From an optimization exercise on the open Yosys and OpenROAD flow, aimed at a short achievable clock period, few clock cycles and low power; shortcuts taken in it are not production practice. At most, simulation tests tie the RTL to the original design; equivalence was not proved. No activity file was given, so power comes from the tool's default toggle rates.

==> job 4157 <==
==> flow/design.v <==
module rv32i_mc (
    input         clk,
    input         reset,        
    input  [31:0] mem_rdata,    
    output [31:0] mem_addr,     
    output [31:0] mem_wdata,    
    output        mem_we        
);
    reg [9:0]  ipc;             
    reg [31:0] a;               
    reg [31:0] b;               
    reg [11:0] imm;             
    reg [4:0]  rd;
    reg        wr;              
    reg        i_ld, i_st, i_jal, i_agu;
    reg        k_eq, k_lt, k_ltu, k_inv;    
    reg        sub, sra, left;  
    reg        s_add, s_sh, s_slt, s_sltu, s_xor, s_or, s_and, s_link;
    reg [31:0] rf [1:31];
    wire [12:0] alo  = {1'b0, a[11:0]} + {1'b0, imm};
    wire [19:0] ahi  = a[31:12];
    wire [19:0] ainc = ahi + 20'd1;
    wire [19:0] adec = ahi - 20'd1;
    wire [31:0] asum = {(alo[12] ^ imm[11]) ? (imm[11] ? adec : ainc) : ahi, alo[11:0]};
    wire [9:0]  seq  = ipc + 10'd1;
    wire [9:0]  tgt  = ipc + imm[11:2];                
    wire [31:0] cg = ~a & b;
    wire [31:0] ce = ~(a ^ b);
    wire [30:0] g0 = cg[30:0];
    wire [30:0] e0 = ce[30:0];
    function automatic [1:0] cmb(input [1:0] hi, input [1:0] lo);
        cmb = {hi[1] | (hi[0] & lo[1]), hi[0] & lo[0]};    
    endfunction
    wire [1:0] l1 [0:15];
    wire [1:0] l2 [0:7];
    wire [1:0] l3 [0:3];
    wire [1:0] l4 [0:1];
    genvar gi;
    generate
        for (gi = 0; gi < 15; gi = gi + 1) begin : g_c1
            assign l1[gi] = cmb({g0[2*gi+1], e0[2*gi+1]}, {g0[2*gi], e0[2*gi]});
        end
        assign l1[15] = {g0[30], e0[30]};
        for (gi = 0; gi < 8; gi = gi + 1) begin : g_c2
            assign l2[gi] = cmb(l1[2*gi+1], l1[2*gi]);
        end
        for (gi = 0; gi < 4; gi = gi + 1) begin : g_c3
            assign l3[gi] = cmb(l2[2*gi+1], l2[2*gi]);
        end
        for (gi = 0; gi < 2; gi = gi + 1) begin : g_c4
            assign l4[gi] = cmb(l3[2*gi+1], l3[2*gi]);
        end
    endgenerate
    wire [1:0] low31 = cmb(l4[1], l4[0]);
    wire ltu = cg[31] | (ce[31] & low31[1]);
    wire lt  = (a[31] & ~b[31]) | (ce[31] & low31[1]);
    wire eq  = ce[31] & low31[0];
    wire cond  = (k_eq & (eq ^ k_inv)) | (k_lt & (lt ^ k_inv)) | (k_ltu & (ltu ^ k_inv));
    wire dsel  = i_ld | i_st;                          
    wire taken = i_jal | cond;
    wire [9:0] nxt = taken ? tgt : seq;
    wire [9:0] fpc = i_agu ? asum[11:2] : nxt;
    assign mem_addr  = i_agu ? asum : {20'b0, nxt, 2'b00};
    assign mem_wdata = b;
    assign mem_we    = i_st;
    wire [31:0] sum = a + (sub ? ~b : b) + {31'b0, sub};
    wire [31:0] arev;
    generate
        for (gi = 0; gi < 32; gi = gi + 1) begin : g_rev
            assign arev[gi] = a[31 - gi];
        end
    endgenerate
    wire [31:0] shin = left ? arev : a;
    wire [32:0] shx  = {sra & a[31], shin};
    wire [32:0] shs  = $signed(shx) >>> b[4:0];
    wire [31:0] shr  = shs[31:0];
    wire [31:0] shl;
    generate
        for (gi = 0; gi < 32; gi = gi + 1) begin : g_rev2
            assign shl[gi] = shr[31 - gi];
        end
    endgenerate
    wire [31:0] sh = left ? shl : shr;
    wire [31:0] res = ({32{s_add}}  & sum)
                    | ({32{s_sh}}   & sh)
                    | {31'b0, s_slt & lt}
                    | {31'b0, s_sltu & ltu}
                    | ({32{s_xor}}  & (a ^ b))
                    | ({32{s_or}}   & (a | b))
                    | ({32{s_and}}  & (a & b))
                    | ({32{s_link}} & {20'b0, seq, 2'b00});
    wire [31:0] wdata = i_ld ? mem_rdata : res;
    wire        we    = wr;
    always @(posedge clk) begin
        if (we) rf[rd] <= wdata;
    end
    wire [31:0] ins = mem_rdata;
    wire [4:0]  rs1 = ins[19:15];
    wire [4:0]  rs2 = ins[24:20];
    wire [2:0]  fn3 = ins[14:12];
    wire d_br   = ins[6] & ~ins[2];
    wire d_jal  = ins[6] & ins[3];
    wire d_jalr = ins[6] & ins[2] & ~ins[3];
    wire d_ld   = ~ins[6] & ~ins[4] & ~ins[5];
    wire d_st   = ~ins[6] & ~ins[4] & ins[5];
    wire d_u    = ~ins[6] & ins[4] & ins[2];
    wire d_lui  = d_u & ins[5];
    wire d_aui  = d_u & ~ins[5];
    wire d_alu  = ~ins[6] & ins[4] & ~ins[2];         
    wire d_op   = d_alu & ins[5];
    wire d_rs2  = d_op | d_br | d_st;
    wire [31:0] r1 = (rs1 == 5'd0) ? 32'd0 : rf[rs1];
    wire [31:0] r2 = (rs2 == 5'd0) ? 32'd0 : rf[rs2];
    wire [31:0] v1 = (we & (rd == rs1)) ? res : r1;
    wire [31:0] v2 = (we & (rd == rs2)) ? res : r2;
    wire [31:0] imm_iu = d_u ? {ins[31:12], 12'b0} : {{20{ins[31]}}, ins[31:20]};
    wire [11:0] imm_a  = d_st  ? {ins[31:25], ins[11:7]} :
                         d_br  ? {ins[7], ins[30:25], ins[11:8], 1'b0} :
                         d_jal ? {ins[20], ins[30:21], 1'b0} :
                                 ins[31:20];
    always @(posedge clk) begin
        a      <= d_lui ? 32'd0 : d_aui ? {20'b0, fpc, 2'b00} : v1;
        b      <= d_rs2 ? v2 : imm_iu;
        imm    <= imm_a;
        rd     <= ins[11:7];
        sub    <= d_op & ins[30];
        sra    <= ins[30];
        left   <= ~fn3[2];
        s_add  <= d_u | (d_alu & (fn3 == 3'd0));
        s_sh   <= d_alu & (fn3[1:0] == 2'b01);
        s_slt  <= d_alu & (fn3 == 3'd2);
        s_sltu <= d_alu & (fn3 == 3'd3);
        s_xor  <= d_alu & (fn3 == 3'd4);
        s_or   <= d_alu & (fn3 == 3'd6);
        s_and  <= d_alu & (fn3 == 3'd7);
        s_link <= d_jal | d_jalr;
        k_inv  <= fn3[0];
    end
    wire go = ~reset & ~dsel;                          
    always @(posedge clk) begin
        wr     <= go & (ins[11:7] != 5'd0) & ~d_br & ~d_st;
        i_ld   <= go & d_ld;
        i_st   <= go & d_st;
        i_jal  <= go & d_jal;
        i_agu  <= go & (d_ld | d_st | d_jalr);
        k_eq   <= go & d_br & (fn3[2:1] == 2'b00);
        k_lt   <= go & d_br & (fn3[2:1] == 2'b10);
        k_ltu  <= go & d_br & (fn3[2:1] == 2'b11);
    end
    always @(posedge clk) begin
        if (reset)
            ipc <= 10'h3ff;
        else if (~dsel)
            ipc <= fpc;
    end
endmodule
==> flow/flow/run.sh <==
#!/bin/bash
set -euo pipefail
bash standard.sh SETUP_SLACK_MARGIN=6 finish > standard_flow.log 2>&1
==> flow/standard.sh <==
#!/bin/bash
# synth_recipe.tcl (not shown) runs the flow's synth.tcl, then flattens the netlist and writes it again
# the make line also repeats each setting of config.mk as NAME=value (left out here)
make -C /OpenROAD-flow-scripts/flow DESIGN_CONFIG=/design/flow/config.mk WORK_HOME=/design/flow/orfs CLKGATE_MAP_FILE= SYNTH_SCRIPT=/design/flow/synth_recipe.tcl "${@:-finish}"
==> flow/config.mk <==
export PLATFORM = sky130hd
export DESIGN_NAME = rv32i_mc
export DESIGN_NICKNAME = rv32i_mc
export VERILOG_FILES = /design/flow/design.v
export SDC_FILE = /design/flow/constraint.sdc
export NUM_CORES = 4
export LEC_CHECK = 0
export CAP_MARGIN = 20
export CORE_MARGIN = 2
export CORE_UTILIZATION = 40
export SLEW_MARGIN = 20
==> flow/constraint.sdc <==
create_clock -name core_clock -period 11.0 [get_ports {clk}]
set_input_delay 2.2000 -clock core_clock [delete_from_list [all_inputs] [get_ports {clk}]]
set_output_delay 2.2000 -clock core_clock [all_outputs]
set_load 0.01 [all_outputs]
==> job 4273: changes against job 4157 <==
==> flow/design.v, changed modules only <==
module rv32i_mc (
    input         clk,
    input         reset,        
    input  [31:0] mem_rdata,    
    output [31:0] mem_addr,     
    output [31:0] mem_wdata,    
    output        mem_we        
);
    reg        v;               
    reg [9:0]  ipc;             
    reg [31:0] a;               
    reg [31:0] b;               
    reg [11:0] imm;             
    reg [4:0]  rd;
    reg [2:0]  f3;
    reg        alt;             
    reg        wr;              
    reg        i_ld, i_st, i_br, i_jal, i_agu, i_link;
    reg [31:0] rf [1:31];
    wire [31:0] asum = a + {{20{imm[11]}}, imm};     
    wire [9:0]  seq  = ipc + 10'd1;
    wire [9:0]  tgt  = ipc + imm[11:2];                
    wire eq  = a == b;
    wire ltu = a < b;
    wire lt  = $signed(a) < $signed(b);
    wire cond = f3[2] ? ((f3[1] ? ltu : lt) ^ f3[0]) : (~f3[1] & (eq ^ f3[0]));
    wire dsel  = v & (i_ld | i_st);                    
    wire asel  = v & i_agu;
    wire taken = v & (i_jal | (i_br & cond));
    wire [9:0] nxt = taken ? tgt : seq;
    wire [9:0] fpc = asel ? asum[11:2] : nxt;
    assign mem_addr  = asel ? asum : {20'b0, nxt, 2'b00};
    assign mem_wdata = b;
    assign mem_we    = v & i_st;
    wire [31:0] sum = a + (alt ? ~b : b) + {31'b0, alt};
    wire        left = ~f3[2];
    wire [31:0] arev;
    genvar gi;
    generate
        for (gi = 0; gi < 32; gi = gi + 1) begin : g_rev
            assign arev[gi] = a[31 - gi];
        end
    endgenerate
    wire [31:0] shin = left ? arev : a;
    wire [32:0] shx  = {alt & a[31], shin};
    wire [32:0] shs  = $signed(shx) >>> b[4:0];
    wire [31:0] shr  = shs[31:0];
    wire [31:0] shl;
    generate
        for (gi = 0; gi < 32; gi = gi + 1) begin : g_rev2
            assign shl[gi] = shr[31 - gi];
        end
    endgenerate
    reg [31:0] alu;
    always @(*) begin
        case (f3)
            3'd0: alu = sum;
            3'd1: alu = shl;
            3'd2: alu = {31'b0, lt};
            3'd3: alu = {31'b0, ltu};
            3'd4: alu = a ^ b;
            3'd5: alu = shr;
            3'd6: alu = a | b;
            default: alu = a & b;
        endcase
    end
    wire [31:0] res   = i_link ? {20'b0, seq, 2'b00} : alu;
    wire [31:0] wdata = i_ld ? mem_rdata : res;
    wire        we    = v & wr;
    always @(posedge clk) begin
        if (we) rf[rd] <= wdata;
    end
    wire [31:0] ins = mem_rdata;
    wire [4:0]  rs1 = ins[19:15];
    wire [4:0]  rs2 = ins[24:20];
    wire d_br   = ins[6] & ~ins[2];
    wire d_jal  = ins[6] & ins[3];
    wire d_jalr = ins[6] & ins[2] & ~ins[3];
    wire d_ld   = ~ins[6] & ~ins[4] & ~ins[5];
    wire d_st   = ~ins[6] & ~ins[4] & ins[5];
    wire d_u    = ~ins[6] & ins[4] & ins[2];
    wire d_lui  = d_u & ins[5];
    wire d_aui  = d_u & ~ins[5];
    wire d_op   = ~ins[6] & ins[4] & ~ins[2] & ins[5];
    wire d_rs2  = d_op | d_br | d_st;
    wire [31:0] r1 = (rs1 == 5'd0) ? 32'd0 : rf[rs1];
    wire [31:0] r2 = (rs2 == 5'd0) ? 32'd0 : rf[rs2];
    wire [31:0] v1 = (we & (rd == rs1)) ? res : r1;
    wire [31:0] v2 = (we & (rd == rs2)) ? res : r2;
    wire [31:0] imm_iu = d_u ? {ins[31:12], 12'b0} : {{20{ins[31]}}, ins[31:20]};
    wire [11:0] imm_a  = d_st  ? {ins[31:25], ins[11:7]} :
                         d_br  ? {ins[7], ins[30:25], ins[11:8], 1'b0} :
                         d_jal ? {ins[20], ins[30:21], 1'b0} :
                                 ins[31:20];
    always @(posedge clk) begin
        a      <= d_lui ? 32'd0 : d_aui ? {20'b0, fpc, 2'b00} : v1;
        b      <= d_rs2 ? v2 : imm_iu;
        imm    <= imm_a;
        rd     <= ins[11:7];
        f3     <= d_u ? 3'd0 : ins[14:12];
        alt    <= ~d_u & ins[30] & (ins[5] | (ins[14:12] == 3'd5));
        wr     <= (ins[11:7] != 5'd0) & ~d_br & ~d_st;
        i_ld   <= d_ld;
        i_st   <= d_st;
        i_br   <= d_br;
        i_jal  <= d_jal;
        i_agu  <= d_ld | d_st | d_jalr;
        i_link <= d_jal | d_jalr;
    end
    always @(posedge clk) begin
        if (reset) begin
            v   <= 1'b0;
            ipc <= 10'h3ff;
        end else begin
            v <= ~dsel;
            if (~dsel) ipc <= fpc;
        end
    end
endmodule
==> flow/run.sh (new file) <==
#!/bin/bash
# synth_recipe.tcl (not shown) runs the flow's synth.tcl, then flattens the netlist and writes it again
# the make line also repeats each setting of config.mk as NAME=value (left out here)
make -C /OpenROAD-flow-scripts/flow DESIGN_CONFIG=/design/flow/config.mk WORK_HOME=/design/flow/orfs CLKGATE_MAP_FILE= SYNTH_SCRIPT=/design/flow/synth_recipe.tcl finish
removed: flow/flow/run.sh
removed: flow/standard.sh
==> job 8563: changes against job 4157 <==
--- a/flow/design.v
+++ b/flow/design.v
@@ -6,13 +6,15 @@
     output [31:0] mem_wdata,    
     output        mem_we        
 );
+    reg [9:0]  pcf;             
     reg [9:0]  ipc;             
+    reg        pred;            
     reg [31:0] a;               
     reg [31:0] b;               
     reg [11:0] imm;             
     reg [4:0]  rd;
     reg        wr;              
-    reg        i_ld, i_st, i_jal, i_agu;
+    reg        i_ld, i_st, i_agu;
     reg        k_eq, k_lt, k_ltu, k_inv;    
     reg        sub, sra, left;  
     reg        s_add, s_sh, s_slt, s_sltu, s_xor, s_or, s_and, s_link;
@@ -56,11 +58,10 @@
     wire lt  = (a[31] & ~b[31]) | (ce[31] & low31[1]);
     wire eq  = ce[31] & low31[0];
     wire cond  = (k_eq & (eq ^ k_inv)) | (k_lt & (lt ^ k_inv)) | (k_ltu & (ltu ^ k_inv));
+    wire mis   = cond ^ pred;                          
     wire dsel  = i_ld | i_st;                          
-    wire taken = i_jal | cond;
-    wire [9:0] nxt = taken ? tgt : seq;
-    wire [9:0] fpc = i_agu ? asum[11:2] : nxt;
-    assign mem_addr  = i_agu ? asum : {20'b0, nxt, 2'b00};
+    wire [9:0] fpc = i_agu ? asum[11:2] : pcf;         
+    assign mem_addr  = i_agu ? asum : {20'b0, pcf, 2'b00};
     assign mem_wdata = b;
     assign mem_we    = i_st;
     wire [31:0] sum = a + (sub ? ~b : b) + {31'b0, sub};
@@ -136,21 +137,27 @@
         s_link <= d_jal | d_jalr;
         k_inv  <= fn3[0];
     end
-    wire go = ~reset & ~dsel;                          
+    wire [9:0] pimm = d_jal ? {ins[20], ins[30:22]} : {ins[7], ins[30:25], ins[11:9]};
+    wire       ptk  = d_jal | (d_br & ins[31]);
+    wire [9:0] pnx  = fpc + (ptk ? pimm : 10'd1);
+    wire go = ~reset & ~dsel & ~mis;                   
     always @(posedge clk) begin
         wr     <= go & (ins[11:7] != 5'd0) & ~d_br & ~d_st;
         i_ld   <= go & d_ld;
         i_st   <= go & d_st;
-        i_jal  <= go & d_jal;
+        pred   <= go & d_br & ins[31];
         i_agu  <= go & (d_ld | d_st | d_jalr);
         k_eq   <= go & d_br & (fn3[2:1] == 2'b00);
         k_lt   <= go & d_br & (fn3[2:1] == 2'b10);
         k_ltu  <= go & d_br & (fn3[2:1] == 2'b11);
     end
     always @(posedge clk) begin
+        if (~dsel) ipc <= fpc;
         if (reset)
-            ipc <= 10'h3ff;
+            pcf <= 10'd0;
+        else if (mis)
+            pcf <= pred ? seq : tgt;
         else if (~dsel)
-            ipc <= fpc;
+            pcf <= pnx;
     end
 endmodule
==> flow/run.sh (new file) <==
#!/bin/bash
# synth_recipe.tcl (not shown) runs the flow's synth.tcl, then flattens the netlist and writes it again
# the make line also repeats each setting of config.mk as NAME=value (left out here)
make -C /OpenROAD-flow-scripts/flow DESIGN_CONFIG=/design/flow/config.mk WORK_HOME=/design/flow/orfs CLKGATE_MAP_FILE= SYNTH_SCRIPT=/design/flow/synth_recipe.tcl finish
--- a/flow/config.mk
+++ b/flow/config.mk
@@ -7,5 +7,9 @@
 export LEC_CHECK = 0
 export CAP_MARGIN = 20
 export CORE_MARGIN = 2
-export CORE_UTILIZATION = 40
+export CORE_UTILIZATION = 65
+export CTS_BUF_LIST = sky130_fd_sc_hd__clkbuf_8
+export CTS_CLUSTER_DIAMETER = 60
+export CTS_CLUSTER_SIZE = 14
+export SETUP_SLACK_MARGIN = 5
 export SLEW_MARGIN = 20
removed: flow/flow/run.sh
removed: flow/standard.sh
==> results.txt <==
- In job 8563 the non-clock buffer count is lower than in job 4157, by 72.
- Job 4273 went through all stages and came out clean. Job 4157 completed with no timing, DRC or antenna violations. Job 8563 completed with no timing, DRC or antenna violations.
- The lowest via count belongs to job 4273, the highest to job 4157.
- The lowest synthesized cell count belongs to job 8563, the highest to job 4157.
- Of job 8563 and job 4157, job 4157 has the higher combinational power (gap about 21%, measured against job 4157).
- Worst setup slack, highest first: job 8563, job 4157, job 4273.
- The highest synthesized area belongs to job 4273, the lowest to job 4157.
- Die area: job 4273 > job 4157 > job 8563.
- Core utilization, lowest first: job 4273, job 4157, job 8563.
- Power: job 4157 is higher than job 8563 (about 23%).
Testbench counts of job 4273, summed over its fixed seeds: cycles 45,721.
Only the layout flow was run in job 4157 and job 8563; the RTL was not checked for function there.

[what the ideal ports hide]
How much do the figures lean on ideal ports? The routed layouts below were timed once more, with nothing changed but the port constraints.
Step 1 assumes that a clkbuf_16 drives the clock port and a buf_2 every other input.
Step 2, shift: input delay + t, output delay - t, t = (earliest + latest rising clock arrival at the registers) / 2. This alone moves slack from input paths to output paths.
Slacks: ideal / step 1 / step 2; pairs: ideal / step 1.
run	shift t [ns]	setup WS [ns]	hold WS [ns]	worst setup path at the end
job 4157	0.827	4.841 / 4.757 / 5.261	0.579 / 0.579 / 0.579	input to register
job 4273	0.813	2.915 / 2.837 / 3.650	0.645 / 0.645 / 0.645	register to output
job 8563	0.838	5.045 / 4.978 / 4.792	0.620 / 0.620 / 0.620	input to register
After both steps every run listed still meets setup and hold. The setup slack of job 8563, which loses most, moves by -0.067 ns with the drivers and by -0.253 ns with both steps.
